Background: an optimization exercise with open tools, aiming at small area. Do not read the settings as production practice.
RTL that was checked went through simulation tests only; none was proved equivalent to the original.
The RTL of run 3 was laid out without a check of its function.
Power is estimated from default activity; no workload was simulated.

$ cat flow/config.mk
export PLATFORM = sky130hd
export DESIGN_NAME = Digitales2_TopMod
export DESIGN_NICKNAME = Digitales2_TopMod
export VERILOG_FILES = /design/flow/design.v
export SDC_FILE = /design/flow/constraint.sdc
export NUM_CORES = 4
export LEC_CHECK = 0
export ABC_AREA = 1
export CAP_MARGIN = 20
export CORE_MARGIN = 2
export CORE_UTILIZATION = 40
export PLACE_DENSITY = 0.6
export SLEW_MARGIN = 20
$ cat flow/constraint.sdc
create_clock -name core_clock -period 10.0 [get_ports {clk}]
set_input_delay 2.0000 -clock core_clock [delete_from_list [all_inputs] [get_ports {clk}]]
set_output_delay 2.0000 -clock core_clock [all_outputs]
set_load 0.01 [all_outputs]
$ cat flow/design.v
`timescale 1ns / 1ps
module Digitales2_TopMod(
		input clk, rst,EN,
		input ps2d, ps2c,
		output correct,
		output [1:0] Alarma_Vent,
		output [7:0] Catodos,
		output [3:0] Anodos
    );
reg       smp;
reg [2:0] run;
reg       ps2_act;
wire      sat      = (run == 3'd7);
wire      ps2_next = sat ? smp : ps2_act;
wire      fall_edge = ps2_act & sat & ~smp;
always @(posedge clk, posedge rst)
	if (rst) begin
		smp <= 1'b0;
		ps2_act <= 1'b0;
	end else begin
		smp <= ps2c;
		ps2_act <= ps2_next;
	end
always @(posedge clk)
	run <= (ps2c != smp) ? 3'd0 : sat ? 3'd7 : run + 3'd1;
reg [3:0]  rq;
reg [10:0] bus;
wire done  = (rq == 4'd1);
wire shift = fall_edge & ((rq == 4'd0) ? EN : (rq != 4'd1));
always @(posedge clk, posedge rst)
	if (rst) begin
		rq <= 4'd0;
		bus <= 11'd0;
	end else begin
		if (shift) bus <= {ps2d, bus[10:1]};
		if (rq == 4'd0) begin
			if (fall_edge & EN) rq <= 4'd11;
		end else if (done | fall_edge)
			rq <= rq - 4'd1;
	end
assign correct = bus[0];
reg brk;
wire tick = brk & done;
always @(posedge clk, posedge rst)
	if (rst) brk <= 1'b0;
	else if (done) brk <= ~brk & (bus[8:1] == 8'hF0);
localparam [3:0] K_OLOW = 4'd2,    
                 K_D1 = 4'd6, K_D2 = 4'd4, K_D3 = 4'd13, K_D4 = 4'd0, K_D5 = 4'd3,
                 K_D6 = 4'd15, K_D7 = 4'd7, K_D8 = 4'd5, K_D9 = 4'd1,    
                 K_W = 4'd10,      
                 K_ACC = 4'd14,    
                 K_IGN = 4'd9,     
                 K_PRE = 4'd11,    
                 K_OHIGH = 4'd12;  
wire [7:0] code = bus[8:1];
reg  [3:0] cls_in;
always @* begin
	case (code)
		8'h16: cls_in = K_D1;
		8'h1E: cls_in = K_D2;
		8'h26: cls_in = K_D3;
		8'h25: cls_in = K_D4;
		8'h2E: cls_in = K_D5;
		8'h36: cls_in = K_D6;
		8'h3D: cls_in = K_D7;
		8'h3E: cls_in = K_D8;
		8'h46: cls_in = K_D9;
		8'h1D: cls_in = K_W;
		8'h45, 8'h31, 8'h5A: cls_in = K_ACC;
		8'h43: cls_in = K_IGN;
		8'h4D: cls_in = K_PRE;
		default: cls_in = (code >= 8'h2E) ? K_OHIGH : K_OLOW;
	endcase
end
reg [3:0] cls;
always @(posedge clk, posedge rst)
	if (rst) cls[3] <= 1'b0;
	else if (tick) cls[3] <= cls_in[3];
always @(posedge clk)
	if (tick) cls[2:0] <= cls_in[2:0];
reg       c_w, c_acc, c_pre, c_ign;
reg [3:0] c_uni;
reg [1:0] c_dec;
always @* begin
	c_w = 1'b0; c_acc = 1'b1; c_pre = 1'b0; c_ign = 1'b0; c_uni = 4'd0; c_dec = 2'd3;
	case (cls)
		K_D1: begin c_uni = 4'd1; c_dec = 2'd0; end
		K_D2: begin c_uni = 4'd2; c_dec = 2'd0; end
		K_D3: begin c_uni = 4'd3; c_dec = 2'd1; end
		K_D4: begin c_uni = 4'd4; c_dec = 2'd2; end
		K_D5: c_uni = 4'd5;
		K_D6: c_uni = 4'd6;
		K_D7: c_uni = 4'd7;
		K_D8: c_uni = 4'd8;
		K_D9: c_uni = 4'd9;
		K_W: begin c_w = 1'b1; c_acc = 1'b0; c_dec = 2'd0; end
		K_ACC: ;
		K_IGN: c_ign = 1'b1;
		K_PRE: c_pre = 1'b1;
		K_OHIGH: c_acc = 1'b0;
		default: begin c_acc = 1'b0; c_dec = 2'd0; end    
	endcase
end
localparam S1 = 3'b000, S2 = 3'b001, S3 = 3'b010, S4 = 3'b011, S5 = 3'b100, S6 = 3'b110;
reg [2:0] cs;
always @(posedge clk, posedge rst)
	if (rst) cs <= S1;
	else case (cs)
		S1: if (tick & c_w) cs <= S2;
		S2: if (tick & c_acc) cs <= S3;
		S3: if (tick & c_acc) cs <= S4;
		S4: if (tick & c_acc) cs <= S5;
		S5: if (tick & c_acc) cs <= S6;
		S6: cs <= S1;
		default: cs <= cs;
	endcase
wire active = (cs == S5) | (cs == S6);
reg [1:0] r_dec;
reg [3:0] r_uni;
reg       r_pre, r_ign;
always @(posedge clk) begin
	if (cs == S2) r_dec <= c_dec;
	if (cs == S3) r_uni <= c_uni;
	if (cs == S4) r_pre <= c_pre;
	if (cs == S5) r_ign <= c_ign;
end
wire       wrap  = (r_dec == 2'd3) & (r_uni[3] | r_uni[2] | r_uni[1]);
wire [3:0] t_uni = wrap ? r_uni - 4'd2 : r_uni;
wire [1:0] t_dec = wrap ? 2'd0 : r_dec;
reg [14:0] lf;
reg [2:0]  hi;
wire lf_z14 = (lf[13:0] == 14'd0);
wire wrap15 = lf_z14 & ~lf[14];
always @(posedge clk, posedge rst)
	if (rst) begin
		lf <= 15'd1;
		hi <= 3'd0;
	end else begin
		lf <= {lf[13:0], lf[14] ^ lf[13] ^ lf_z14};
		if (wrap15) hi <= hi + 3'd1;
	end
wire en_ctrl = wrap15 & hi[0] & hi[1] & ~hi[2];    
reg [1:0] est;
always @(posedge clk, posedge rst)
	if (rst) est <= 2'd0;
	else if (en_ctrl) begin
		case (est)
			2'd0: if (active) est <= 2'd1;
			2'd1: est <= 2'd2;
			2'd2: est <= 2'd3;
			2'd3: est <= 2'd1;
		endcase
	end
reg [3:0] T_uni;
reg [1:0] T_dec;
reg       ok;
always @(posedge clk, posedge rst)
	if (rst) begin
		T_uni <= 4'd0;
		T_dec <= 2'd0;
	end else if (est == 2'd1) begin
		T_uni <= t_uni;
		T_dec <= t_dec;
	end
always @(posedge clk)
	if (est == 2'd1) ok <= r_pre & ~r_ign;
reg [1:0] alarm;
always @(posedge clk, posedge rst)
	if (rst) alarm <= 2'd0;
	else if (est == 2'd3)
		alarm <= ~ok ? 2'b00 : ((T_dec != 2'd0) | T_uni[3]) ? 2'b11 : T_uni[2] ? 2'b01 : 2'b00;
assign Alarma_Vent = alarm;
reg dsp_hi;
always @(posedge clk, posedge rst)
	if (rst) dsp_hi <= 1'b0;
	else if (wrap15 & hi[0] & ~hi[1] & hi[2]) dsp_hi <= ~dsp_hi;
wire [1:0] dsp = {dsp_hi, hi[2] ^ hi[1]};
reg [3:0] an;
reg [7:0] cat;
always @* begin
	case (dsp)
		2'd0: begin
			an = 4'b1110;
			case (est)
				2'd0: cat = 8'b11000000;
				2'd1: cat = 8'b11111001;
				2'd2: cat = 8'b10100100;
				default: cat = 8'b10110000;
			endcase
		end
		2'd1: begin
			an = 4'b1101;
			cat = 8'b10111111;
		end
		2'd2: begin
			an = 4'b1011;
			case (T_uni)
				4'd0: cat = 8'b11000000;
				4'd1: cat = 8'b11111001;
				4'd2: cat = 8'b10100100;
				4'd3: cat = 8'b10110000;
				4'd4: cat = 8'b10011001;
				4'd5: cat = 8'b10010010;
				4'd6: cat = 8'b10000010;
				4'd7: cat = 8'b11111000;
				4'd8: cat = 8'b10000000;
				4'd9: cat = 8'b10010000;
				default: cat = 8'b10000000;
			endcase
		end
		default: begin
			an = 4'b0111;
			case (T_dec)
				2'd0: cat = 8'b10100100;
				2'd1: cat = 8'b10110000;
				2'd2: cat = 8'b10011001;
				default: cat = 8'b10010010;
			endcase
		end
	endcase
end
assign Anodos = an;
assign Catodos = cat;
endmodule
$ cat flow/flow/run.sh
#!/bin/bash
# Own layout flow: the standard layout (standard.sh), with
#  1. synthesis without half/full-adder cell extraction (ADDER_MAP_FILE empty);
#  2. the combinational logic of the synthesized netlist re-mapped by ABC for
#     area (remap.abc); every register cell, its name and its nets are kept, and
#     the new netlist is used only if a SAT proof shows it equal to the old one
#     with the registers cut (check.ys); otherwise the standard netlist is kept;
#  3. port buffers of sky130_fd_sc_hd__buf_1 (every port still gets one);
#  4. a clock tree of clkbuf_4 without dummy loads.
# Each tool writes its full output to its own log in this folder (flow_*.log),
# besides ORFS's own logs under orfs/logs.
set -euo pipefail
HERE=$(pwd)
F=$HERE/flow
R=$HERE/orfs/results/$FLOW_PLATFORM/Digitales2_TopMod/base
LIB=$FLOW_HOME/platforms/$FLOW_PLATFORM/lib/sky130_fd_sc_hd__tt_025C_1v80.lib
YOSYS=$FLOW_HOME/../tools/install/yosys/bin/yosys
[[ -x $YOSYS ]] || YOSYS=$(command -v yosys)

bash standard.sh "ADDER_MAP_FILE=" synth > flow_synth.log 2>&1

cp $R/1_2_yosys.v $HERE/netlist_std.v
SEQ=$(grep -o "sky130_fd_sc_hd__[a-z0-9_]*" $HERE/netlist_std.v | sort -u | grep -E "__(df|edf|sdf|dl|conb)" | tr '\n' ' ')
DU=$(cat $F/dont_use.txt)
cat > $HERE/remap.ys <<EOF
read_liberty -ignore_miss_func $LIB
blackbox $SEQ
read_verilog $HERE/netlist_std.v
hierarchy -top $FLOW_TOP
flatten
rename -hide w:*.*
opt -purge
abc -script $F/remap.abc -liberty $LIB $DU
opt_clean -purge
hilomap -singleton -hicell sky130_fd_sc_hd__conb_1 HI -locell sky130_fd_sc_hd__conb_1 LO
insbuf -buf sky130_fd_sc_hd__buf_4 A X
opt_clean -purge
check -mapped
stat -liberty $LIB
write_verilog -noattr -nohex -nodec $HERE/netlist_remap.v
EOF
use_remap=0
if $YOSYS -s $HERE/remap.ys > flow_remap.log 2>&1; then
  python3 $F/cutff.py $HERE/netlist_std.v $HERE/cut_std.v
  python3 $F/cutff.py $HERE/netlist_remap.v $HERE/cut_remap.v
  cat > $HERE/check.ys <<EOF
read_liberty -ignore_miss_func $LIB
read_verilog $HERE/cut_std.v
rename $FLOW_TOP gold
read_verilog $HERE/cut_remap.v
rename $FLOW_TOP gate
flatten gold gate
miter -equiv -flatten -make_outputs gold gate miter
hierarchy -top miter
sat -verify -prove trigger 0 miter
EOF
  if $YOSYS -s $HERE/check.ys > flow_check.log 2>&1; then use_remap=1; fi
fi
echo "use_remap=$use_remap" > flow_choice.log
if [[ $use_remap == 1 ]]; then
  cp $HERE/netlist_remap.v $R/1_2_yosys.v
  rm -f $R/1_synth.odb
fi

bash standard.sh "ADDER_MAP_FILE=" \
  "BUFFER_PORTS_ARGS=-buffer_cell sky130_fd_sc_hd__buf_1" \
  "CTS_ARGS=-sink_clustering_enable -repair_clock_nets -dont_use_dummy_load -buf_list {sky130_fd_sc_hd__clkbuf_4 sky130_fd_sc_hd__clkbuf_8}" \
  finish > flow_finish.log 2>&1
$ cat flow/flow/cutff.py
import re,sys
# cut sequential cells out of a yosys-written flat netlist: Q nets become inputs, other pins outputs
src=open(sys.argv[1]).read()
seqpat=re.compile(r'\n\s*(sky130_fd_sc_hd__(?:df|edf|sdf|dl)\w*)\s+(\\\S+|\w+)\s*\((.*?)\);', re.S)
ins=[];outs=[];assigns=[]
def repl(m):
    cell,name,pins=m.group(1),m.group(2),m.group(3)
    key=re.sub(r'\W','_',name)
    for pm in re.finditer(r'\.(\w+)\(([^()]*)\)',pins):
        pin,net=pm.group(1),pm.group(2).strip()+' '
        if pin in ('Q','Q_N'):
            ins.append(f'ff_{key}_{pin}'); assigns.append(f'assign {net} = ff_{key}_{pin};')
        elif pin not in ('CLK','CLK_N'):
            outs.append(f'ff_{key}_{pin}'); assigns.append(f'assign ff_{key}_{pin} = {net};')
    return '\n'
conbpat=re.compile(r'\n\s*sky130_fd_sc_hd__conb_1\s+(\\\S+|\w+)\s*\((.*?)\);', re.S)
def rc(m):
    out=[]
    for pm in re.finditer(r'\.(\w+)\(([^()]*)\)',m.group(2)):
        pin,net=pm.group(1),pm.group(2).strip()+' '
        if net.strip(): out.append(f"assign {net} = 1'b{1 if pin=='HI' else 0};")
    return '\n'+'\n'.join(out)+'\n'
src=conbpat.sub(rc,src)
body=seqpat.sub(repl,src)
# add ports
m=re.search(r'module\s+(\w+)\s*\((.*?)\);',body,re.S)
ports=m.group(2).strip()
newports=ports+(', ' if ports else '')+', '.join(ins+outs)
decl='\n'.join([f'  input {p};' for p in ins]+[f'  output {p};' for p in outs]+assigns)
body=body[:m.start()]+f'module {m.group(1)}({newports});\n'+decl+body[m.end():]
open(sys.argv[2],'w').write(body)
$ cat flow/flow/dont_use.txt
-dont_use sky130_fd_sc_hd__lpflow_bleeder_1 -dont_use sky130_fd_sc_hd__lpflow_clkbufkapwr_1 -dont_use sky130_fd_sc_hd__lpflow_clkbufkapwr_16 -dont_use sky130_fd_sc_hd__lpflow_clkbufkapwr_2 -dont_use sky130_fd_sc_hd__lpflow_clkbufkapwr_4 -dont_use sky130_fd_sc_hd__lpflow_clkbufkapwr_8 -dont_use sky130_fd_sc_hd__lpflow_clkinvkapwr_1 -dont_use sky130_fd_sc_hd__lpflow_clkinvkapwr_16 -dont_use sky130_fd_sc_hd__lpflow_clkinvkapwr_2 -dont_use sky130_fd_sc_hd__lpflow_clkinvkapwr_4 -dont_use sky130_fd_sc_hd__lpflow_clkinvkapwr_8 -dont_use sky130_fd_sc_hd__lpflow_decapkapwr_12 -dont_use sky130_fd_sc_hd__lpflow_decapkapwr_3 -dont_use sky130_fd_sc_hd__lpflow_decapkapwr_4 -dont_use sky130_fd_sc_hd__lpflow_decapkapwr_6 -dont_use sky130_fd_sc_hd__lpflow_decapkapwr_8 -dont_use sky130_fd_sc_hd__lpflow_inputiso0n_1 -dont_use sky130_fd_sc_hd__lpflow_inputiso0p_1 -dont_use sky130_fd_sc_hd__lpflow_inputiso1n_1 -dont_use sky130_fd_sc_hd__lpflow_inputiso1p_1 -dont_use sky130_fd_sc_hd__lpflow_inputisolatch_1 -dont_use sky130_fd_sc_hd__lpflow_isobufsrc_1 -dont_use sky130_fd_sc_hd__lpflow_isobufsrc_16 -dont_use sky130_fd_sc_hd__lpflow_isobufsrc_2 -dont_use sky130_fd_sc_hd__lpflow_isobufsrc_4 -dont_use sky130_fd_sc_hd__lpflow_isobufsrc_8 -dont_use sky130_fd_sc_hd__lpflow_isobufsrckapwr_16 -dont_use sky130_fd_sc_hd__lpflow_lsbuf_lh_hl_isowell_tap_1 -dont_use sky130_fd_sc_hd__lpflow_lsbuf_lh_hl_isowell_tap_2 -dont_use sky130_fd_sc_hd__lpflow_lsbuf_lh_hl_isowell_tap_4 -dont_use sky130_fd_sc_hd__lpflow_lsbuf_lh_isowell_4 -dont_use sky130_fd_sc_hd__lpflow_lsbuf_lh_isowell_tap_1 -dont_use sky130_fd_sc_hd__lpflow_lsbuf_lh_isowell_tap_2 -dont_use sky130_fd_sc_hd__lpflow_lsbuf_lh_isowell_tap_4 -dont_use sky130_fd_sc_hd__probe_p_8 -dont_use sky130_fd_sc_hd__probec_p_8 
$ cat flow/flow/remap.abc
strash
&get -n
&deepsyn -T 20
&put
dch -f
amap
$ cat flow/standard.sh
#!/bin/bash
# synth_recipe.tcl (not shown) runs the flow's synth.tcl, then flattens the netlist and writes it again
# the make line also repeats each setting of config.mk as NAME=value (left out here)
make -C /OpenROAD-flow-scripts/flow DESIGN_CONFIG=/design/flow/config.mk WORK_HOME=/design/flow/orfs CLKGATE_MAP_FILE= SYNTH_SCRIPT=/design/flow/synth_recipe.tcl "${@:-finish}"
==> results of run 1 <==
sequential cells by signal, summed over array words and instances (netlist names):
register and flops:
bus 11, brk 1, T_dec 2, ps2_act 1
hi 3, alarm 2, run 3, smp 1
r_uni 4, T_uni 4, rq 4, r_pre 1
r_dec 2, ok 1, cls 4, dsp_hi 1
r_ign 1, cs 3, est 2, lf 15
final timing paths:
path / endpoint / startpoint / slack [ns]
worst max register to register: cls[1] / bus[2] / 7.56
worst min register to register: lf[10] / lf[9] / 0.36
worst min-delay path: lf[10] / lf[9] / 0.36
min in group asynchronous: lf[3] / rst / 1.78
max in group asynchronous: cls[3] / rst / 7.70
worst max-delay path: Catodos[3] / hi[2] / 5.53
layout make-up:
type / instances / area [um^2]
tap: 96 / 120
inverter: 51 / 193
clock buffer: 9 / 124
sequential: 66 / 1700
multi-input combinational: 184 / 971
fill: 682 / 3700
timing repair buffer: 18 / 67.6
per-layer routing:
metal	share of wire [%]	GRT usage [%]	vias up
met5	0	0	-
met4	1.4	4.27	0
met3	5.0	5.97	9
met2	50	25.4	42
met1	44	17.9	1039
li1	-	-	1113
layout by cell type, fill, tap and decap left out, types with 2 or more instances in the layout:
cell type  instances
buf_1             18
o21a_1             6
clkbuf_8           9
clkinv_1          50
or2_0              3
a21oi_1           12
edfxtp_1          12
nor3_1             9
a31oi_1            5
dfrtp_1           50
nand4_1            6
o22ai_1           13
o22a_1             3
o32ai_1            5
o31ai_1            3
nor4_1             5
nand3_1            4
nand2_1           26
nor2_1            44
dfxtp_1            3
o221ai_1           2
nor2b_1            2
a32oi_1            3
o21ai_0           23
power by group:
part | internal (uW) | leakage [uW] | switching, uW
clock network | 79.7 | 0.0000647 | 81.2
logic | 21.9 | 0.000409 | 38.4
registers | 292 | 0.000776 | 17.6
total | 394 | 0.00125 | 137
per-stage QoR:
step           total power [uW]  cell area [um^2]  utilization, %
3_3_place_gp                374              3050            44.4
5_1_grt                     561              3170            46.2
2_1_floorplan               358              2870               -
3_5_place_dp                374              3050            44.4
6_report                    531              3170            46.2
4_1_cts                     536              3170            46.2
critical path, cell delays in order (launching register included):
cell and delay, ns:
dfrtp_1 0.35, clkinv_1 0.10, o22ai_1 0.37, clkinv_1 0.24, nand3_1 0.16, o22ai_1 0.11, o21a_1 0.20, a311o_1 0.29
or2_0 0.19, buf_1 0.12
==> results.txt, run 1 <==
worst-margin pin slew=0.834 ns; Setup Skew=0.0249 ns; Place WS=5.94 ns; die area=7860 um^2; core footprint=6870 um^2; Num CTS Buffers=9; clock slew at reported path FFs=0.07 ns; largest net degree at the start of global routing=52; setup bufs post-CTS=0; f_max=223 MHz; Placed Instances=415; CTS tree=yes; wirelength, routed=5100 um; CTS Buffer Depth=2; data arrival time of the worst path=2.47 ns; LEAKAGE=0.00125 uW; Layout area overhead=10.6%; Max Fanout on Critical Path=6; Worst setup SP type=register; RSZ-0062 raised after global routing=no; DRC=0; DR WL/cell=12.0 um; TritonRoute pass-1 iters=4; Hold-fix buffers, CTS=0; Mapped Nets=307; post-route setup slack=5.53 ns; # diodes=0; hold path depth=0; Vias=2,203; CTS root buf=clkbuf_8; nets=335; Die Y=88.7 um; crit path capture type=primary output; RD Place Congestion=0.845; vias in the first global route=2,116; layout cells sized above 1=3.35%; port bufs=18; IO Pins=20; setup tns final=0 ns; Worst slew margin=44.4%; Overflow after GRT=0; Avg Cell Area, Syn=9.50 um^2; starting density of the core=41.7%; Setup Viol. Count Final=0; critical path class=reg -> out; worst skew pair latency=0.34 ns; Post-Synthesis Cells=302; antenna violations before repair=0; crit share post-route=44.7%; total clock sinks=66; Hold Vio Cnt, Final=0; post-CTS sizing=0; total track usage=15.1%; maximum VDD drop=0.000103 V; vias per cell=5.20; cells on worst reg2reg path=14; Hold Slack=0.360 ns; Rows=30; Post-DP HPWL=3710 um; pwr/cell area=167 nW/um^2; Worst EP required=8.00 ns; Synth Warn #=1; crit path time final=4.47 ns; synthesized cell area=2870 um^2; Iter 0 DRT Violations=125; Hold Path Class=reg -> reg; DRT antenna net count=0; die width=88.7 um; first-pass GRT wire length=9180 um; post-route insts no fill=424; total of max-cap violations=0; status=complete, no violations; max-slew violation count=0; CTS H-tree lvls=3
==> inputs of run 2 (changes only) <==
--- a/flow/flow/run.sh
+++ b/flow/flow/run.sh
@@ -65,4 +65,4 @@
 bash standard.sh "ADDER_MAP_FILE=" \
   "BUFFER_PORTS_ARGS=-buffer_cell sky130_fd_sc_hd__buf_1" \
-  "CTS_ARGS=-sink_clustering_enable -repair_clock_nets -dont_use_dummy_load -buf_list {sky130_fd_sc_hd__clkbuf_4 sky130_fd_sc_hd__clkbuf_8}" \
+  "CTS_ARGS=-sink_clustering_enable -repair_clock_nets -dont_use_dummy_load -buf_list sky130_fd_sc_hd__clkbuf_4 -sink_clustering_size 8 -sink_clustering_max_diameter 60" \
   finish > flow_finish.log 2>&1
==> run 2 against run 1 <==
Against the previous run:
- count of clock-buffer cells in the layout is the same
- highest routed layer unchanged
- largest power group unchanged
- global-route usage shrank 0.21 points
- critical endpoint unchanged
- wire length grew 0.41%
==> results.txt, run 2 <==
status=complete, no violations; CP bufs+invs=3 (unchanged); Die Y=88.8 um (+0.19%); reg2reg setup slack=7.65 ns (+0.09 ns); Worst EP required=8.00 ns (about the same); switching part of the total=21.5% (-4.3 points); nets=335 (unchanged); wirelength, routed=5120 um (+0.41%); Overflow after GRT=0 (unchanged); Hold Path Class=reg -> reg; total track usage=14.9% (-0.21 points); CTS tree=yes; total clock sinks=66 (unchanged); largest registers=lf (15), bus (11); clock slew at reported path FFs=0.10 ns (+0.03 ns); worst skew pair latency=0.39 ns (+0.05 ns); hold path depth=0 (unchanged); post-route insts no fill=424 (unchanged); Post-DP HPWL=3740 um (+0.79%); crit path cell chain=clkinv_1 -> o22ai_1 -> clkinv_1 -> nand3_1 -> o22ai_1 -> o21a_1 -> a311o_1 -> or2_0 -> buf_1; first-pass GRT wire length=8920 um (-2.9%); RD Place Congestion=0.870 (+2.9%); RSZ-0062 raised after global routing=no; layout cells sized above 1=3.66% (+0.30 points); Layout area overhead=8.82%; LEAKAGE=0.00123 uW (-1.7%); Num CTS Buffers=9 (unchanged); starting density of the core=41.9% (+0.16 points); Setup Viol. Count Final=0 (unchanged); vias per cell=5.13 (-1.2%); max-slew violation count=0 (unchanged); Mapped Nets=307 (unchanged); Avg Cell Area, Syn=9.53 um^2 (+0.39%); crit path capture type=primary output; commonest non-fill, non-tap cell in the layout=dfrtp_1; Worst setup SP type=register; pwr/cell area=131 nW/um^2 (-22%); vias in the first global route=2,059 (-2.7%); CP top delay family=compound AO/OA/AOI/OAI gates; Hold-fix buffers, CTS=0 (unchanged); Vias=2,177 (-1.2%); CTS H-tree lvls=3 (unchanged); setup tns final=0 ns (unchanged); core footprint=6870 um^2 (unchanged); data arrival time of the worst path=2.59 ns (+0.12 ns); post-CTS sizing=0 (unchanged); critical path class=reg -> out; Worst slew margin=44.8% (+0.47 points); crit path time final=4.59 ns (+0.111 ns); slowest CP cell=o22ai_1; antenna violations before repair=0 (unchanged); synthesized cell area=2880 um^2 (+0.39%); Register Area=1700 um^2 (unchanged); Int Pwr=322 uW (-18%); Worst Hold Launch=lf[8]; IO Pins=20 (unchanged); maximum VDD drop=0.0000992 V (-3.5%); die area=7890 um^2 (+0.38%); max FFs per register=15 (unchanged); crit-path max cell delay=0.40 ns (+0.03 ns); Worst setup startpoint=hi[2]; die width=88.8 um (+0.19%); Max Fanout on Critical Path=6 (unchanged); Setup Skew=0.0253 ns (+0.000433 ns); crit share post-route=45.9% (+1.1 points); worst r2r src=run[0]; area of the multi-input gates=998 um^2 (+2.8%); Biggest register=lf; most frequent cells in the layout=dfrtp_1 (50), clkinv_1 (47), nor2_1 (46); Fillers=673 (-1.3%); Synth Warn #=1 (unchanged); CTS Buffer Depth=2 (unchanged); cells on worst reg2reg path=10 (-4); Post-Synthesis Cells=302 (unchanged); DRC=0 (unchanged); sequential share of power=68.1% (+9.8 points); Hold Vio Cnt, Final=0 (unchanged); Sw Pwr=88.2 uW (-36%); setup bufs post-CTS=0 (unchanged); f_max=218 MHz (-2.4%); DRT antenna net count=0 (unchanged); Comb pwr share=3.2% (-8.2 points); # diodes=0 (unchanged); DR WL/cell=12.1 um (+0.41%); clock power share=28.7% (-1.6 points); worst-margin pin slew=0.827 ns (-0.00699 ns); port bufs=18 (unchanged); CTS root buf=clkbuf_4; hold endpoint=lf[9]; largest net degree at the start of global routing=52 (unchanged); total of max-cap violations=0 (unchanged); Rows=30 (unchanged); Placed Instances=415 (unchanged); RR Endpoint=bus[10]; Iter 0 DRT Violations=111 (-11%); TritonRoute pass-1 iters=6 (+2)
==> run 2: per-layer routing <==
layer / vias to the layer above / global-route usage (%) / routed length [um]
met3: 10 / 4.76 / 228
met2: 48 / 24.4 / 2450
met5: - / 0 / 0
li1: 1117 / - / -
met4: 0 / 6.20 / 86
met1: 1002 / 18.1 / 2360
==> run 2: how the worst max path moves through the flow <==
stage / to / slack [ns] / depth (start not counted)
3_3_place_gp: Catodos[3] / 5.90 / 9
4_1_cts: Catodos[3] / 5.36 / 9
2_1_floorplan: Catodos[3] / 6.06 / 8
6_report: Catodos[3] / 5.41 / 9
3_5_place_dp: Catodos[3] / 5.83 / 9
5_1_grt: Catodos[3] / 5.09 / 9
==> run 2: area by class of cell <==
cell class	count	share of cell area, %
Sequential cell	66	54.2
Timing Repair Buffer	18	2.16
Tap cell	96	3.83
Inverter	48	5.79
Multi-Input combinational cell	187	31.9
Clock buffer	9	2.16
==> run 2: power groups by stage <==
stage / registers [uW] / logic [uW] / clock network [uW]
5_1_grt: 280 / 15.2 / 134
4_1_cts: 279 / 13.4 / 125
2_1_floorplan: 284 / 10.4 / 0
6_report: 279 / 13.0 / 118
3_3_place_gp: 284 / 13.3 / 0
3_5_place_dp: 284 / 13.5 / 0
==> run 2: metrics by stage <==
stage	power (uW)	setup WS, ns	hold WS, ns	cell area, um^2	utilization (%)
6_report	410	5.41	0.381	3130	45.6
3_5_place_dp	298	5.83	0.362	3060	44.5
4_1_cts	417	5.36	0.389	3130	45.5
3_3_place_gp	298	5.90	0.360	3060	44.5
5_1_grt	429	5.09	0.398	3130	45.6
2_1_floorplan	294	6.06	0.354	2880	-
==> inputs of run 3 (changes only) <==
--- a/flow/design.v
+++ b/flow/design.v
@@ -45,12 +45,12 @@
 	if (rst) brk <= 1'b0;
 	else if (done) brk <= ~brk & (bus[8:1] == 8'hF0);
-localparam [3:0] K_OLOW = 4'd2,    
-                 K_D1 = 4'd6, K_D2 = 4'd4, K_D3 = 4'd13, K_D4 = 4'd0, K_D5 = 4'd3,
-                 K_D6 = 4'd15, K_D7 = 4'd7, K_D8 = 4'd5, K_D9 = 4'd1,    
+localparam [3:0] K_OLOW = 4'd0,    
+                 K_D1 = 4'd13, K_D2 = 4'd2, K_D3 = 4'd3, K_D4 = 4'd15, K_D5 = 4'd5,
+                 K_D6 = 4'd4, K_D7 = 4'd7, K_D8 = 4'd8, K_D9 = 4'd9,    
                  K_W = 4'd10,      
-                 K_ACC = 4'd14,    
-                 K_IGN = 4'd9,     
-                 K_PRE = 4'd11,    
-                 K_OHIGH = 4'd12;  
+                 K_ACC = 4'd6,    
+                 K_IGN = 4'd11,     
+                 K_PRE = 4'd12,    
+                 K_OHIGH = 4'd14;  
 wire [7:0] code = bus[8:1];
 reg  [3:0] cls_in;
@@ -118,10 +118,10 @@
 reg [1:0] r_dec;
 reg [3:0] r_uni;
-reg       r_pre, r_ign;
+reg       r_ok;    
 always @(posedge clk) begin
 	if (cs == S2) r_dec <= c_dec;
 	if (cs == S3) r_uni <= c_uni;
-	if (cs == S4) r_pre <= c_pre;
-	if (cs == S5) r_ign <= c_ign;
+	if (cs == S4) r_ok <= c_pre;
+	else if (cs == S5) r_ok <= r_ok & ~c_ign;
 end
 wire       wrap  = (r_dec == 2'd3) & (r_uni[3] | r_uni[2] | r_uni[1]);
@@ -164,5 +164,5 @@
 	end
 always @(posedge clk)
-	if (est == 2'd1) ok <= r_pre & ~r_ign;
+	if (est == 2'd1) ok <= r_ok;
 reg [1:0] alarm;
 always @(posedge clk, posedge rst)
--- a/flow/flow/run.sh
+++ b/flow/flow/run.sh
@@ -3,7 +3,8 @@
 #  1. synthesis without half/full-adder cell extraction (ADDER_MAP_FILE empty);
 #  2. the combinational logic of the synthesized netlist re-mapped by ABC for
-#     area (remap.abc); every register cell, its name and its nets are kept, and
+#     area; every register cell, its name and its nets are kept, and
 #     the new netlist is used only if a SAT proof shows it equal to the old one
-#     with the registers cut (check.ys); otherwise the standard netlist is kept;
+#     with the registers cut (check_*.ys); ABC runs with four seeds and the
+#     smallest proven netlist is used; without one the standard netlist is kept;
 #  3. port buffers of sky130_fd_sc_hd__buf_1 (every port still gets one);
 #  4. a clock tree of clkbuf_4 without dummy loads.
@@ -23,5 +24,10 @@
 SEQ=$(grep -o "sky130_fd_sc_hd__[a-z0-9_]*" $HERE/netlist_std.v | sort -u | grep -E "__(df|edf|sdf|dl|conb)" | tr '\n' ' ')
 DU=$(cat $F/dont_use.txt)
-cat > $HERE/remap.ys <<EOF
+# ABC runs with four random seeds in parallel; the smallest netlist that passes
+# the equivalence proof is used.
+remap() {  # remap SEED
+  local S=$1
+  printf 'strash\n&get -n\n&deepsyn -T 20 -S %s\n&put\ndch -f\namap\n' $S > $HERE/remap_$S.abc
+  cat > $HERE/remap_$S.ys <<EOF
 read_liberty -ignore_miss_func $LIB
 blackbox $SEQ
@@ -31,5 +37,5 @@
 rename -hide w:*.*
 opt -purge
-abc -script $F/remap.abc -liberty $LIB $DU
+abc -script $HERE/remap_$S.abc -liberty $LIB $DU
 opt_clean -purge
 hilomap -singleton -hicell sky130_fd_sc_hd__conb_1 HI -locell sky130_fd_sc_hd__conb_1 LO
@@ -37,16 +43,14 @@
 opt_clean -purge
 check -mapped
-stat -liberty $LIB
-write_verilog -noattr -nohex -nodec $HERE/netlist_remap.v
+tee -o $HERE/remap_$S.area stat -liberty $LIB
+write_verilog -noattr -nohex -nodec $HERE/netlist_remap_$S.v
 EOF
-use_remap=0
-if $YOSYS -s $HERE/remap.ys > flow_remap.log 2>&1; then
-  python3 $F/cutff.py $HERE/netlist_std.v $HERE/cut_std.v
-  python3 $F/cutff.py $HERE/netlist_remap.v $HERE/cut_remap.v
-  cat > $HERE/check.ys <<EOF
+  $YOSYS -s $HERE/remap_$S.ys > flow_remap_$S.log 2>&1 || return 1
+  python3 $F/cutff.py $HERE/netlist_remap_$S.v $HERE/cut_remap_$S.v || return 1
+  cat > $HERE/check_$S.ys <<EOF
 read_liberty -ignore_miss_func $LIB
 read_verilog $HERE/cut_std.v
 rename $FLOW_TOP gold
-read_verilog $HERE/cut_remap.v
+read_verilog $HERE/cut_remap_$S.v
 rename $FLOW_TOP gate
 flatten gold gate
@@ -55,9 +59,21 @@
 sat -verify -prove trigger 0 miter
 EOF
-  if $YOSYS -s $HERE/check.ys > flow_check.log 2>&1; then use_remap=1; fi
+  $YOSYS -s $HERE/check_$S.ys > flow_check_$S.log 2>&1 || return 1
+  grep "Chip area" $HERE/remap_$S.area | tail -1 | awk '{print $NF}' > $HERE/remap_$S.ok
+}
+use_remap=0
+best=""
+if python3 $F/cutff.py $HERE/netlist_std.v $HERE/cut_std.v; then
+  for S in 0 1 2 3; do remap $S & done
+  wait || true
+  for S in 0 1 2 3; do
+    if [[ -s $HERE/remap_$S.ok ]]; then echo "$(cat $HERE/remap_$S.ok) $S"; fi
+  done > $HERE/remap_areas.txt
+  best=$(sort -g $HERE/remap_areas.txt | head -1 | awk '{print $2}') || best=""
+  [[ -n $best ]] && use_remap=1
 fi
-echo "use_remap=$use_remap" > flow_choice.log
+echo "use_remap=$use_remap seed=$best" > flow_choice.log
 if [[ $use_remap == 1 ]]; then
-  cp $HERE/netlist_remap.v $R/1_2_yosys.v
+  cp $HERE/netlist_remap_$best.v $R/1_2_yosys.v
   rm -f $R/1_synth.odb
 fi
removed: flow/flow/remap.abc
==> run 3 against run 2 <==
Against the previous run:
- largest cell class unchanged
- design area fell by 0.96%
- first-iteration DRC count fell by 26%
- worst setup slack improved by 0.12 ns
- area after synthesis fell by 0.87%
- still clean on timing, DRC and antenna
- register-to-register slack got worse by 0.25 ns
- combinational power rose to 3.1 times the previous value
==> results.txt, run 3 <==
Max Fanout on Critical Path=6 (unchanged); max FFs per register=15 (unchanged); crit path capture type=primary output; Avg Cell Area, Syn=9.55 um^2 (+0.13%); worst skew pair latency=0.40 ns (about the same); starting density of the core=41.8% (-0.14 points); Placed Area=3030 um^2 (-0.82%); Hold Vio Cnt, Final=0 (unchanged); CTS Buffer Depth=2 (unchanged); max-slew violation count=0 (unchanged); nets=332 (-0.90%); Vias=2,180 (+0.14%); Overflow after GRT=0 (unchanged); Post-DP HPWL=3720 um (-0.51%); CTS H-tree lvls=3 (unchanged); setup bufs post-CTS=0 (unchanged); f_max=224 MHz (+2.6%); vias in the first global route=2,078 (+0.92%); status=complete, no violations; fin util=45.4% (-0.19 points); Setup Skew=0.0307 ns (+0.00544 ns); DR WL/cell=11.9 um (-1.3%); RD Place Congestion=0.859 (-1.3%); core footprint=6830 um^2 (-0.55%); setup tns final=0 ns (unchanged); Iter 0 DRT Violations=82 (-26%); Mapped Nets=304 (-0.98%); IO Pins=20 (unchanged); Hold-fix buffers, CTS=0 (unchanged); Layout area overhead=8.72% (about the same); die area=7830 um^2 (-0.83%); clock slew at reported path FFs=0.11 ns (about the same); CTS tree=yes; total of max-cap violations=0 (unchanged); # diodes=0 (unchanged); die width=88.5 um (-0.42%); crit share post-route=44.7% (-1.2 points); wirelength, routed=5020 um (-2.0%); Biggest register=lf; Worst EP required=8.00 ns (about the same); antenna violations before repair=0 (unchanged); total track usage=14.8% (-0.085 points); pwr/cell area=145 nW/um^2 (+11%); layout cells sized above 1=3.38% (-0.27 points); total clock sinks=65 (-1.5%); reg2reg setup slack=7.40 ns (-0.25 ns); Hold Path Class=reg -> reg; LEAKAGE=0.00121 uW (-1.8%); DRC=0 (unchanged); Synth Warn #=1 (unchanged); TritonRoute pass-1 iters=6 (unchanged); Num CTS Buffers=9 (unchanged); Worst slew margin=43.8% (-1.0 points); most frequent cells in the layout=clkinv_1 (51), dfrtp_1 (50), nor2_1 (39); port bufs=18 (unchanged); commonest non-fill, non-tap cell in the layout=clkinv_1; largest registers=lf (15), bus (11); Setup Viol. Count Final=0 (unchanged); vias per cell=5.18 (+0.85%); Post-Synthesis Cells=299 (-0.99%); DRT antenna net count=0 (unchanged); synthesized cell area=2850 um^2 (-0.87%); RSZ-0062 raised after global routing=no; post-route cell area=3100 um^2 (-0.96%); first-pass GRT wire length=8920 um (unchanged); critical path class=reg -> out; Die Y=88.5 um (-0.42%); CTS root buf=clkbuf_4; Worst setup SP type=register; data arrival time of the worst path=2.47 ns (-0.12 ns); maximum VDD drop=0.0000689 V (-31%); crit path time final=4.47 ns (-0.116 ns); Fillers=685 (+1.8%); post-CTS sizing=0 (unchanged); worst-margin pin slew=0.842 ns (+0.0154 ns); largest net degree at the start of global routing=52 (unchanged); Rows=30 (unchanged)
[run 3: cell types whose count changed in the layout (fill, tap and decap cells not counted), moves of 3 or more]
cell and change:
nor2_1 -7, o21ai_0 +7, o22ai_1 -7, clkinv_1 +4, nand2_1 -4, a31oi_1 +3
o21a_1 -3, o32ai_1 +3
[run 3: layout make-up]
type	instances	area [um^2]	share of cell area, %
inverter	52	196	6.33
timing repair buffer	18	67.6	2.18
clock buffer	9	67.6	2.18
tap	96	120	3.87
sequential	65	1670	53.7
multi-input combinational	181	983	31.7
[run 3: worst max-delay path: stages, from the launching register on]
cell and delay (ns):
dfrtp_1 0.38, clkinv_1 0.13, o22ai_1 0.41, clkinv_1 0.19, nand2_1 0.15, nor2_1 0.08
nand2_1 0.09, nor3_1 0.05, a31oi_1 0.14, o221ai_1 0.14, or2_0 0.21, buf_1 0.12
[run 3: power by group]
| group | switching, uW | total [uW] | internal [uW] |
|---|---|---|---|
| clock network | 78.0 | 120 | 41.8 |
| registers | 7.96 | 290 | 282 |
| logic | 26.7 | 40.9 | 14.1 |
[run 3: stage by stage]
step,hold WS [ns],std cells,total power (uW),setup slack (ns)
2_1_floorplan,0.354,299,327,6.08
3_3_place_gp,0.364,412,336,6.04
3_5_place_dp,0.363,412,338,5.96
4_1_cts,0.381,421,456,5.51
5_1_grt,0.407,421,473,5.24
6_report,0.374,421,451,5.53
[run 3: path summary, 6_finish.rpt]
check                      startpoint    endpoint  cells after the start
max in group asynchronous         rst      cls[3]                      2
max reg2reg                    bus[2]      cls[2]                      9
min                             lf[5]       lf[6]                      0
min reg2reg                     lf[5]       lf[6]                      0
min in group asynchronous         rst       rq[3]                      2
max                             hi[1]  Catodos[3]                     11
[run 3: layer usage]
| metal | vias to the layer above | global-route usage, % | wire (um) |
|---|---|---|---|
| met2 | 44 | 24.5 | 2400 |
| li1 | 1108 | - | - |
| met3 | 13 | 3.17 | 173 |
| met4 | 0 | 8.40 | 136 |
| met5 | - | 0 | 0 |
| met1 | 1015 | 17.8 | 2310 |
==> inputs of run 4 (changes only) <==
--- a/flow/design.v
+++ b/flow/design.v
@@ -45,12 +45,12 @@
 	if (rst) brk <= 1'b0;
 	else if (done) brk <= ~brk & (bus[8:1] == 8'hF0);
-localparam [3:0] K_OLOW = 4'd0,    
-                 K_D1 = 4'd13, K_D2 = 4'd2, K_D3 = 4'd3, K_D4 = 4'd15, K_D5 = 4'd5,
-                 K_D6 = 4'd4, K_D7 = 4'd7, K_D8 = 4'd8, K_D9 = 4'd9,    
+localparam [3:0] K_OLOW = 4'd2,    
+                 K_D1 = 4'd6, K_D2 = 4'd4, K_D3 = 4'd13, K_D4 = 4'd0, K_D5 = 4'd3,
+                 K_D6 = 4'd15, K_D7 = 4'd7, K_D8 = 4'd5, K_D9 = 4'd1,    
                  K_W = 4'd10,      
-                 K_ACC = 4'd6,    
-                 K_IGN = 4'd11,     
-                 K_PRE = 4'd12,    
-                 K_OHIGH = 4'd14;  
+                 K_ACC = 4'd14,    
+                 K_IGN = 4'd9,     
+                 K_PRE = 4'd11,    
+                 K_OHIGH = 4'd12;  
 wire [7:0] code = bus[8:1];
 reg  [3:0] cls_in;
@@ -102,5 +102,5 @@
 	endcase
 end
-localparam S1 = 3'b000, S2 = 3'b001, S3 = 3'b010, S4 = 3'b011, S5 = 3'b100, S6 = 3'b110;
+localparam S1 = 3'b000, S2 = 3'b001, S3 = 3'b011, S4 = 3'b010, S5 = 3'b110, S6 = 3'b100;
 reg [2:0] cs;
 always @(posedge clk, posedge rst)
@@ -115,5 +115,5 @@
 		default: cs <= cs;
 	endcase
-wire active = (cs == S5) | (cs == S6);
+wire active = cs[2];
 reg [1:0] r_dec;
 reg [3:0] r_uni;
==> run 4 against run 3 <==
Against the previous run:
- clock skew is 0.0023 ns higher
- die area is 1.8% lower
- highest routed layer unchanged
- non-clock buffer count stayed put
- global-route usage is 0.31 points higher
- worst hold slack better by 0.0073 ns
- sequential power hardly changed
- core utilization is 0.54 points lower
- critical endpoint is now Catodos[0]
- design area is 1.7% lower
- largest power group unchanged
- power is 0.39% higher
==> results.txt, run 4 <==
starting density of the core=41.2% (-0.56 points); Max Fanout on Critical Path=11 (+5); data arrival time of the worst path=2.43 ns (-0.04 ns); core footprint=6790 um^2 (-0.55%); Comb pwr share=10.4% (+1.3 points); CTS root buf=clkbuf_4; total track usage=15.1% (+0.31 points); CTS H-tree lvls=3 (unchanged); switching part of the total=25.0% (about the same); status=complete, no violations; vias per cell=5.21 (+0.68%); worst-margin pin slew=0.856 ns (+0.0138 ns); largest net degree at the start of global routing=52 (unchanged); critical path class=reg -> out; Avg Cell Area, Syn=9.66 um^2 (+1.2%); maximum VDD drop=0.0000809 V (+17%); Int Pwr=340 uW (+0.36%); Overflow after GRT=0 (unchanged); CTS Buffer Depth=2 (unchanged); first-pass GRT wire length=8940 um (+0.16%); Biggest register=lf; Hold Path Class=reg -> reg; Layout area overhead=8.89%; synthesized cell area=2800 um^2 (-1.9%); Post-Synthesis Cells=290 (-3.0%); total clock sinks=65 (unchanged); Setup Skew=0.0330 ns (+0.00226 ns); Worst slew margin=42.9% (-0.92 points); Num CTS Buffers=9 (unchanged); max FFs per register=15 (unchanged); DR WL/cell=12.3 um (+3.0%); Iter 0 DRT Violations=96 (+17%); post-route setup slack=5.57 ns (+0.0428 ns); crit path to=Catodos[0]; TritonRoute pass-1 iters=4 (-2); die width=87.7 um (-0.90%); worst skew pair latency=0.38 ns (-0.02 ns); total of max-cap violations=0 (unchanged); Sw Pwr=113 uW (+0.48%); reg2reg setup slack=7.78 ns (+0.38 ns); Die Y=87.7 um (-0.90%); vias in the first global route=2,088 (+0.48%); nets=323 (-2.7%); port bufs=18 (unchanged); layout cells sized above 1=3.48% (+0.096 points); # diodes=0 (unchanged); Vias=2,148 (-1.5%); crit path capture type=primary output; crit share post-route=44.3% (-0.43 points); Mapped Nets=295 (-3.0%); max-slew violation count=0 (unchanged); worst r2r src=run[0]; wirelength, routed=5060 um (+0.76%); Fillers=660 (-3.6%); setup tns final=0 ns (unchanged); Worst setup startpoint=est[0]; antenna violations before repair=0 (unchanged); Worst EP required=8.00 ns (about the same); crit path time final=4.43 ns (-0.0428 ns); largest registers=lf (15), bus (11); cells on worst reg2reg path=8 (-1); Post-DP HPWL=3670 um (-1.3%); commonest non-fill, non-tap cell in the layout=dfrtp_1; RSZ-0062 raised after global routing=no; most frequent cells in the layout=dfrtp_1 (50), nor2_1 (44), clkinv_1 (42); Place WS=6.00 ns (+0.0379 ns); Hold Vio Cnt, Final=0 (unchanged); Worst setup SP type=register; Hold-fix buffers, CTS=0 (unchanged); RR Endpoint=bus[10]; DRT antenna net count=0 (unchanged); Rows=30 (unchanged); CTS tree=yes; pwr/cell area=149 nW/um^2 (+2.2%); setup bufs post-CTS=0 (unchanged); clock slew at reported path FFs=0.09 ns (-0.02 ns); RD Place Congestion=0.861 (+0.22%); Setup Viol. Count Final=0 (unchanged); post-CTS sizing=0 (unchanged); LEAKAGE=0.00118 uW (-2.0%); sequential share of power=64.4% (about the same); die area=7690 um^2 (-1.8%); IO Pins=20 (unchanged); DRC=0 (unchanged); clock power share=25.3% (-1.3 points); f_max=226 MHz (+0.97%); Synth Warn #=1 (unchanged)
-- run 4: cell count changes in the layout (fill, tap and decap cells not counted), moves of 5 or more --
cell	previous run	this run
clkinv_1	51	42
o21ai_0	20	11
o22ai_1	8	16
nand2_1	20	27
nor2_1	39	44
or2_0	5	0
-- run 4: power groups by stage --
stage	clock (uW)	combinational, uW	sequential [uW]
after CTS	122	46.9	291
after detailed placement	0	46.7	297
after global placement	0	46.7	296
after floorplan	0	36.8	295
final	114	47.0	291
after global routing	134	54.0	294
-- run 4: per-stage QoR --
stage                     area (um^2)  std cells  utilization [%]  hold WS [ns]  power, uW
after floorplan                  2800        290                -         0.354        332
after global placement           2980        403             43.9         0.360        343
after detailed placement         2980        403             43.9         0.361        344
after CTS                        3050        412             44.9         0.375        460
after global routing             3050        412             44.9         0.385        482
final                            3050        412             44.9         0.381        453
-- run 4: layout make-up --
cell class                      count  area, um^2  area share (%)
Sequential cell                    65        1670            54.7
Multi-Input combinational cell    181         963            31.6
Inverter                           43         163            5.33
Tap cell                           96         120            3.94
Clock buffer                        9        67.6            2.22
Timing Repair Buffer               18        67.6            2.22
-- run 4: how the worst min path moves through the flow --
stage | startpoint | to | slack (ns) | cells after the start
after floorplan | lf[11] | lf[12] | 0.35 | 0
after global placement | lf[7] | lf[8] | 0.36 | 0
after detailed placement | lf[8] | lf[9] | 0.36 | 0
after CTS | lf[7] | lf[8] | 0.37 | 0
after global routing | lf[7] | lf[8] | 0.38 | 0
final | lf[7] | lf[8] | 0.38 | 0
-- run 4: critical path: stages, from the launching register on --
cell and delay (ns):
dfrtp_1 0.39, clkinv_1 0.10, nor2_1 0.53, clkinv_1 0.34, a21oi_1 0.20, a31oi_1 0.05
o21ai_0 0.13, o21a_1 0.16, buf_1 0.15
-- run 4: layer usage --
metal | up-vias | share of wire, % | global-route usage, %
met1 | 1006 | 44 | 17.4
met3 | 6 | 5.2 | 5.75
met2 | 53 | 49 | 26.0
met4 | 0 | 1.3 | 4.76
li1 | 1083 | - | -
met5 | - | 0 | 0
==> inputs of run 5 (changes only) <==
--- a/flow/config.mk
+++ b/flow/config.mk
@@ -6,5 +6,4 @@
 export NUM_CORES = 4
 export LEC_CHECK = 0
-export ABC_AREA = 1
 export CAP_MARGIN = 20
 export CORE_MARGIN = 2
==> run 5 against run 4 <==
Against the previous run:
- clock skew is 0.010 ns lower
- synthesized cell count is 0.69% higher
- design area is 1.3% lower
- area after synthesis is 0.67% lower
==> results.txt, run 5 <==
status=complete, no violations; die area=7640 um^2 (-0.65%); Biggest register=lf; hold path depth=0 (unchanged); RD Place Congestion=0.881 (+2.4%); Int Pwr=341 uW (+0.51%); Num CTS Buffers=9 (unchanged); Vias=2,124 (-1.1%); largest registers=lf (15), bus (11); core footprint=6760 um^2 (-0.55%); wirelength, routed=4960 um (-2.0%); cells on worst reg2reg path=10 (+2); Worst Hold Launch=lf[8]; crit path capture type=primary output; first-pass GRT wire length=8790 um (-1.6%); Setup Viol. Count Final=0 (unchanged); setup bufs post-CTS=0 (unchanged); RSZ-0062 raised after global routing=no; Placed Area=2940 um^2 (-1.3%); CP bufs+invs=3 (unchanged); nets=325 (+0.62%); fin util=44.6% (-0.32 points); CTS Buffer Depth=2 (unchanged); CTS H-tree lvls=3 (unchanged); hold endpoint=lf[9]; CTS root buf=clkbuf_4; Post-DP HPWL=3560 um (-3.0%); starting density of the core=41.2% (-0.049 points); reg2reg setup slack=7.44 ns (-0.34 ns); post-route cell area=3010 um^2 (-1.3%); sequential share of power=63.1% (-1.3 points); crit-path max cell delay=0.52 ns (about the same); Post-Synthesis Cells=292 (+0.69%); Comb pwr share=11.3% (+0.9 points); f_max=227 MHz (+0.33%); antenna violations before repair=0 (unchanged); worst skew pair latency=0.40 ns (+0.02 ns); CP top delay family=simple AND/OR/NAND/NOR gates; vias per cell=5.34 (+2.4%); crit-path most repeated cell=clkinv_1; synthesized cell area=2780 um^2 (-0.67%); total clock sinks=65 (unchanged); critical path class=reg -> out; clock slew at reported path FFs=0.10 ns (about the same); Place WS=6.01 ns (+0.00976 ns); Die Y=87.4 um (-0.33%); max-slew violation count=0 (unchanged); IO Pins=20 (unchanged); Hold Vio Cnt, Final=0 (unchanged); Worst setup SP type=register; DR WL/cell=12.5 um (+1.5%); largest net degree at the start of global routing=52 (unchanged); crit path cell chain=clkinv_1 -> nor2_1 -> clkinv_1 -> a21oi_1 -> a31oi_1 -> o311ai_0 -> or2_0 -> buf_1; post-CTS sizing=0 (unchanged); TritonRoute pass-1 iters=4 (unchanged); Hold Path Class=reg -> reg; worst-margin pin slew=0.843 ns (-0.0125 ns); total of max-cap violations=0 (unchanged); clock power share=25.6% (+0.3 points); Hold Slack=0.380 ns (-0.00142 ns); Max Fanout on Critical Path=11 (unchanged); RR Endpoint=cls[1]; pwr/cell area=153 nW/um^2 (+3.2%); Setup Skew=0.0227 ns (-0.0103 ns); CTS tree=yes; vias in the first global route=2,000 (-4.2%); Sw Pwr=120 uW (+6.1%); worst r2r src=bus[2]; Overflow after GRT=0 (unchanged); LEAKAGE=0.00118 uW (-0.12%); # diodes=0 (unchanged); switching part of the total=26.0% (+1.0 points); data arrival time of the worst path=2.41 ns (-0.02 ns); Synth Warn #=1 (unchanged); Worst slew margin=43.7% (+0.83 points); DRC=0 (unchanged); crit path time final=4.41 ns (-0.0147 ns); Layout area overhead=8.23%; maximum VDD drop=0.0000938 V (+16%); Iter 0 DRT Violations=98 (+2.1%); Avg Cell Area, Syn=9.53 um^2 (-1.4%); DRT antenna net count=0 (unchanged); Worst EP required=8.00 ns (about the same); layout cells sized above 1=3.46% (-0.022 points); setup tns final=0 ns (unchanged); total track usage=14.9% (-0.23 points); crit share post-route=44.1% (-0.15 points); Mapped Nets=297 (+0.68%); commonest non-fill, non-tap cell in the layout=dfrtp_1; Hold-fix buffers, CTS=0 (unchanged); port bufs=18 (unchanged); Rows=30 (unchanged); post-route setup slack=5.59 ns (+0.0147 ns); slowest CP cell=nor2_1; max FFs per register=15 (unchanged); most frequent cells in the layout=dfrtp_1 (50), clkinv_1 (45), nor2_1 (39); die width=87.4 um (-0.33%)
## run 5: layer usage
metal	vias up	wire [um]	GRT usage, %	part of all wire (%)
li1	1079	-	-	-
met1	990	2270	18.0	46
met2	44	2380	24.2	48
met3	11	211	5.31	4.3
met4	0	100	5.87	2.0
met5	-	0	0	0
## run 5: worst max path at each step
| stage | start | to | slack [ns] | cells past startpoint |
|---|---|---|---|---|
| detailed placement | est[0] | Catodos[3] | 6.01 | 8 |
| CTS | est[0] | Catodos[3] | 5.54 | 8 |
| global route | est[0] | Catodos[3] | 5.32 | 8 |
| floorplan | est[0] | Catodos[3] | 6.26 | 7 |
| finish | est[0] | Catodos[3] | 5.59 | 8 |
| global placement | est[0] | Catodos[3] | 6.08 | 8 |
## run 5: stage by stage
step / std cells / power, uW
finish: 398 / 461
global placement: 389 / 347
detailed placement: 389 / 348
global route: 398 / 489
CTS: 398 / 469
floorplan: 292 / 335
## run 5: power by group through the flow
stage / clock (uW) / sequential (uW) / combinational [uW]
floorplan: 0 / 295 / 40.7
detailed placement: 0 / 297 / 51.4
global route: 136 / 293 / 59.8
CTS: 126 / 291 / 51.8
global placement: 0 / 296 / 51.1
finish: 118 / 291 / 52.0
## run 5: final cells by class
class	instances	area (um^2)
Timing Repair Buffer	18	67.6
Clock buffer	9	67.6
Inverter	46	174
Tap cell	80	100
Fill cell	655	3750
Multi-Input combinational cell	180	933
Sequential cell	65	1670
## run 5: worst reg2reg max path, delay by kind of cell, from the launching register on
| kind | cells | cell delay (ns) |
|---|---|---|
| flops | 1 | 0.39 |
| buf+inv | 2 | 0.24 |
| simple gates | 4 | 0.74 |
| compound gates | 4 | 0.92 |
==> inputs of run 6 (changes only) <==
--- a/flow/flow/run.sh
+++ b/flow/flow/run.sh
@@ -81,4 +81,4 @@
 bash standard.sh "ADDER_MAP_FILE=" \
   "BUFFER_PORTS_ARGS=-buffer_cell sky130_fd_sc_hd__buf_1" \
-  "CTS_ARGS=-sink_clustering_enable -repair_clock_nets -dont_use_dummy_load -buf_list sky130_fd_sc_hd__clkbuf_4 -sink_clustering_size 8 -sink_clustering_max_diameter 60" \
+  "CTS_ARGS=-sink_clustering_enable -repair_clock_nets -dont_use_dummy_load -buf_list sky130_fd_sc_hd__clkbuf_4 -sink_clustering_size 16 -sink_clustering_max_diameter 100" \
   finish > flow_finish.log 2>&1
--- a/flow/config.mk
+++ b/flow/config.mk
@@ -6,4 +6,5 @@
 export NUM_CORES = 4
 export LEC_CHECK = 0
+export ABC_AREA = 1
 export CAP_MARGIN = 20
 export CORE_MARGIN = 2
==> run 6 against run 5 <==
Against the previous run:
- register-to-register slack better by 0.34 ns
- combinational power down 9.6%
- via count grew 1.1%
- first-iteration DRC count fell by 2.0%
- clock power decreased by 3%
- non-clock buffer count unchanged
- design area up 1.3%
- synthesized cell count shrank 0.68%
- die area grew 0.65%
- critical path depth unchanged
- area after synthesis grew 0.67%
- core utilization is 0.32 points higher
- largest cell class unchanged
- highest routed layer unchanged
==> results.txt, run 6 <==
Post-Synthesis Cells=290 (-0.68%); hold endpoint=lf[8]; layout cells sized above 1=3.48% (+0.022 points); most frequent cells in the layout=dfrtp_1 (50), nor2_1 (44), clkinv_1 (42); routed wl met3=262 um (+24%); data arrival time of the worst path=2.43 ns (+0.02 ns); crit path capture type=primary output; die area=7690 um^2 (+0.65%); crit path time final=4.43 ns (+0.0147 ns); Hold-fix buffers, CTS=0 (unchanged); Max Fanout on Critical Path=11 (unchanged); Layout area overhead=8.89%; CTS tree=yes; TritonRoute pass-1 iters=4 (unchanged); hold path depth=0 (unchanged); antenna violations before repair=0 (unchanged); cells on worst reg2reg path=8 (-2); WL met1=2250 um (-0.97%); Post-DP HPWL=3670 um (+3.0%); commonest non-fill, non-tap cell in the layout=dfrtp_1; Biggest register=lf; worst r2r src=run[0]; total of max-cap violations=0 (unchanged); area of the multi-input gates=963 um^2 (+3.2%); LEAKAGE=0.00118 uW (+0.12%); Worst Hold Launch=lf[7]; DR WL/cell=12.3 um (-1.5%); Hold Vio Cnt, Final=0 (unchanged); critical path class=reg -> out; vias per cell=5.21 (-2.3%); Setup Skew=0.0330 ns (+0.0103 ns); clock slew at reported path FFs=0.09 ns (about the same); port bufs=18 (unchanged); core footprint=6790 um^2 (+0.56%); worst-margin pin slew=0.856 ns (+0.0125 ns); wirelength, routed=5060 um (+2.0%); largest registers=lf (15), bus (11); max FFs per register=15 (unchanged); Overflow after GRT=0 (unchanged); die width=87.7 um (+0.33%); worst skew pair latency=0.38 ns (-0.02 ns); DRC=0 (unchanged); Worst slew margin=42.9% (-0.83 points); CTS root buf=clkbuf_4; RD Place Congestion=0.861 (-2.3%); Avg Cell Area, Syn=9.66 um^2 (+1.4%); Setup Viol. Count Final=0 (unchanged); Hold Path Class=reg -> reg; Register Area=1670 um^2 (unchanged); Die Y=87.7 um (+0.33%); post-route setup slack=5.57 ns (-0.0147 ns); total track usage=15.1% (+0.23 points); status=complete, no violations; setup bufs post-CTS=0 (unchanged); DRT antenna net count=0 (unchanged); Synth Warn #=1 (unchanged); RSZ-0062 raised after global routing=no; Vias=2,148 (+1.1%); synthesized cell area=2800 um^2 (+0.67%); total clock sinks=65 (unchanged); nets=323 (-0.62%); f_max=226 MHz (-0.33%); Num CTS Buffers=9 (unchanged); Fillers=660 (+0.76%); vias in the first global route=2,088 (+4.4%); Worst EP required=8.00 ns (about the same); Max Used Layer=met4; # diodes=0 (unchanged); CTS H-tree lvls=3 (unchanged); post-CTS sizing=0 (unchanged); first-pass GRT wire length=8940 um (+1.6%); Worst setup SP type=register; Iter 0 DRT Violations=96 (-2.0%); Rows=30 (unchanged); CTS Buffer Depth=2 (unchanged); max-slew violation count=0 (unchanged); reg2reg setup slack=7.78 ns (+0.34 ns); Hold Slack=0.381 ns (+0.00142 ns); maximum VDD drop=0.0000809 V (-14%); Place WS=6.00 ns (-0.00976 ns); setup tns final=0 ns (unchanged); pwr/cell area=149 nW/um^2 (-3.1%); crit share post-route=44.3% (+0.15 points); Mapped Nets=295 (-0.67%); met2 WL=2480 um (+4.4%); starting density of the core=41.2% (+0.049 points); RR Endpoint=bus[10]; IO Pins=20 (unchanged); largest net degree at the start of global routing=52 (unchanged)
-- run 6: critical path, stage by stage (launching register included) --
cell      delay, ns
dfrtp_1        0.39
clkinv_1       0.10
nor2_1         0.53
clkinv_1       0.34
a21oi_1        0.20
a31oi_1        0.05
o21ai_0        0.13
o21a_1         0.16
buf_1          0.15
-- run 6: power breakdown --
group | switching, uW | total (uW) | leakage, uW | internal [uW]
Combinational | 30.6 | 47.0 | 0.000376 | 16.4
Sequential | 10.0 | 291 | 0.000766 | 281
Clock | 72.6 | 114 | 0.0000414 | 41.8
-- run 6: through the flow --
step                area, um^2  power, uW  cells  util [%]
finish                    3050        453    412      44.9
global route              3050        482    412      44.9
CTS                       3050        460    412      44.9
detailed placement        2980        344    403      43.9
global placement          2980        343    403      43.9
floorplan                 2800        332    290         -
-- run 6: worst max path at each step --
stage	startpoint	to	slack, ns	cells after the start
2_1_floorplan	est[0]	Catodos[0]	6.27	7
5_1_grt	est[0]	Catodos[0]	5.29	8
3_3_place_gp	est[0]	Catodos[0]	6.11	8
3_5_place_dp	est[0]	Catodos[0]	6.00	8
6_report	est[0]	Catodos[0]	5.57	8
4_1_cts	est[0]	Catodos[0]	5.53	8
-- run 6: final cells by class --
| type | count | share of cell area, % |
|---|---|---|
| repair buffers | 18 | 2.22 |
| flip-flops and latches | 65 | 54.7 |
| multi-input cells | 181 | 31.6 |
| clock buffers | 9 | 2.22 |
| well taps | 96 | 3.94 |
| inverters | 43 | 5.33 |
-- run 6: routing by layer --
| metal | up-vias | track usage (%) |
|---|---|---|
| met5 | - | 0 |
| met4 | 0 | 4.76 |
| met3 | 6 | 5.75 |
| met2 | 53 | 26.0 |
| met1 | 1006 | 17.4 |
| li1 | 1083 | - |
==> inputs of run 7 (changes only) <==
--- a/flow/config.mk
+++ b/flow/config.mk
@@ -9,5 +9,5 @@
 export CAP_MARGIN = 20
 export CORE_MARGIN = 2
-export CORE_UTILIZATION = 40
-export PLACE_DENSITY = 0.6
+export CORE_UTILIZATION = 65
+export PLACE_DENSITY = 0.85
 export SLEW_MARGIN = 20
==> run 7 against run 6 <==
Against the previous run:
- still clean
- sequential power about the same
- combinational power decreased by 14%
- final cell count down 11%
- design area is 1.1% lower
- worst hold slack worse by 0.0050 ns
- core utilization grew 29 points
- synthesized cell count grew 0.69%
- non-clock buffer count stayed put
- clock power increased by 5%
- critical path depth unchanged
- global-route usage increased by 12 points
- critical path type unchanged
- highest routed layer unchanged
==> results.txt, run 7 <==
starting density of the core=69.1% (+28 points); worst-margin pin slew=0.856 ns (+0.000599 ns); DRC=0 (unchanged); routed wl met3=325 um (+24%); Worst slew margin=42.8% (about the same); # diodes=0 (unchanged); data arrival time of the worst path=2.52 ns (+0.09 ns); CTS root buf=clkbuf_4; Post-DP HPWL=4410 um (+20%); IO Pins=20 (unchanged); Rows=23 (-23%); Layout area overhead=6.78%; die area=4890 um^2 (-36%); die width=69.9 um (-20%); total track usage=27.1% (+12 points); most frequent cells in the layout=dfrtp_1 (50), clkinv_1 (45), nor2_1 (40); Num CTS Buffers=9 (unchanged); setup bufs post-CTS=0 (unchanged); vias in the first global route=2,309 (+11%); max-slew violation count=0 (unchanged); post-CTS sizing=0 (unchanged); crit path time final=4.52 ns (+0.0960 ns); status=complete, no violations; nets=325 (+0.62%); Biggest register=lf; Worst EP required=8.00 ns (about the same); Hold Path Class=reg -> reg; layout cells sized above 1=3.46% (-0.022 points); largest net degree at the start of global routing=52 (unchanged); core footprint=4090 um^2 (-40%); Max Used Layer=met4; Setup Viol. Count Final=0 (unchanged); max FFs per register=15 (unchanged); wirelength, routed=5970 um (+18%); DRT antenna net count=0 (unchanged); critical path class=reg -> out; Total Power=454 uW (+0.37%); synthesized cell area=2830 um^2 (+0.89%); RSZ-0062 raised after global routing=no; met2 WL=3160 um (+27%); Hold Vio Cnt, Final=0 (unchanged); Setup Skew=0.0236 ns (-0.00945 ns); worst skew pair latency=0.42 ns (+0.04 ns); CTS tree=yes; Iter 0 DRT Violations=126 (+31%); port bufs=18 (unchanged); maximum VDD drop=0.000125 V (+55%); Mapped Nets=297 (+0.68%); first-pass GRT wire length=10,200 um (+14%); LEAKAGE=0.00123 uW (+4.1%); vias per cell=6.14 (+18%); f_max=221 MHz (-2.1%); crit share post-route=45.2% (+0.96 points); Die Y=69.9 um (-20%); RD Place Congestion=1.00 (+17%); crit path capture type=primary output; CTS Buffer Depth=2 (unchanged); setup tns final=0 ns (unchanged); antenna violations before repair=0 (unchanged); total of max-cap violations=0 (unchanged); Avg Cell Area, Syn=9.68 um^2 (+0.20%); Worst setup SP type=register; Hold-fix buffers, CTS=0 (unchanged); total clock sinks=65 (unchanged); WL met1=2390 um (+6.2%); clock slew at reported path FFs=0.12 ns (+0.03 ns); Synth Warn #=1 (unchanged); commonest non-fill, non-tap cell in the layout=dfrtp_1; Vias=2,261 (+5.3%); pwr/cell area=151 nW/um^2 (+1.5%); DR WL/cell=16.2 um (+32%); Max Fanout on Critical Path=7 (-4); Post-Synthesis Cells=292 (+0.69%); CTS H-tree lvls=3 (unchanged); largest registers=lf (15), bus (11); TritonRoute pass-1 iters=6 (+2); Overflow after GRT=0 (unchanged)
==> run 7: worst max-delay path, stage by stage (launching register included) <==
cell and delay [ns]:
dfrtp_1 0.39, clkinv_1 0.11, o22ai_1 0.42, clkinv_1 0.31, nand3_1 0.26, a221oi_1 0.07, a311o_1 0.34, o21a_1 0.11
buf_1 0.12
==> run 7: metal layers <==
layer	vias up	GRT usage [%]
met1	1079	30.5
met4	0	10.3
met2	87	47.9
met3	15	8.51
met5	-	0
li1	1080	-
==> run 7: per-stage QoR <==
step	worst slack (ns)	instance area [um^2]	utilization (%)	std cells	hold WS, ns
global placement	6.07	2950	72.1	359	0.359
finish	5.48	3020	73.8	368	0.376
detailed placement	5.98	2950	72.1	359	0.365
CTS	5.53	3020	73.8	368	0.377
global route	5.21	3020	73.8	368	0.392
floorplan	6.27	2830	-	292	0.354
==> run 7: worst paths after layout <==
check / startpoint / to / slack [ns] / cells after the start
max: hi[1] / Catodos[0] / 5.48 / 8
min: lf[8] / lf[9] / 0.38 / 0
max reg2reg: run[1] / bus[8] / 7.61 / 9
min reg2reg: lf[8] / lf[9] / 0.38 / 0
max in group asynchronous: rst / rq[1] / 7.76 / 2
min in group asynchronous: rst / lf[4] / 1.71 / 2
==> run 7: layout make-up <==
cell class | count | area, um^2
clock buffers | 9 | 67.6
fillers | 278 | 1070
inverters | 46 | 174
multi-input cells | 180 | 977
flip-flops and latches | 65 | 1670
well taps | 50 | 62.6
repair buffers | 18 | 67.6
==> run 7: where the power goes <==
| part | leakage [uW] | internal [uW] | switching, uW |
|---|---|---|---|
| registers | 0.000765 | 281 | 12.8 |
| logic | 0.000425 | 14.0 | 26.2 |
| clock network | 0.0000414 | 41.7 | 78.3 |
| total | 0.00123 | 337 | 117 |

[separate check: timing with driven ports]
The flow's constraints put no driver on any port. The routed layouts listed below were extracted and timed again, unchanged, in two steps. Step 1, drivers: a clkbuf_16 drives clk and a buf_2 each remaining input, both assumed. Step 2 also shifts input and output timing later by t, the mid clock arrival at the registers, as if the neighbouring blocks saw the same clock. a / b / c = no drivers / after step 1 / after step 2; a / b = the first two.
run | t (ns) | slack for setup (ns) | clock arrival spread, ns | slew at the worst register clock pin (ns) | worst slew at a driven data input, ns
run 1 | 0.355 | 5.526 / 5.497 / 5.852 | 0.025 / 0.025 | 0.07 / 0.07 | 0.04
run 2 | 0.406 | 5.414 / 5.386 / 5.793 | 0.027 / 0.027 | 0.10 / 0.10 | 0.03
run 3 | 0.410 | 5.530 / 5.504 / 5.914 | 0.035 / 0.035 | 0.11 / 0.11 | 0.03
run 4 | 0.393 | 5.573 / 5.546 / 5.939 | 0.033 / 0.033 | 0.10 / 0.10 | 0.03
run 5 | 0.412 | 5.588 / 5.560 / 5.972 | 0.027 / 0.028 | 0.10 / 0.10 | 0.03
run 6 | 0.393 | 5.573 / 5.546 / 5.939 | 0.033 / 0.033 | 0.10 / 0.10 | 0.03
run 7 | 0.427 | 5.477 / 5.453 / 5.880 | 0.034 / 0.034 | 0.12 / 0.12 | 0.03
After both steps every run listed still meets setup and hold.
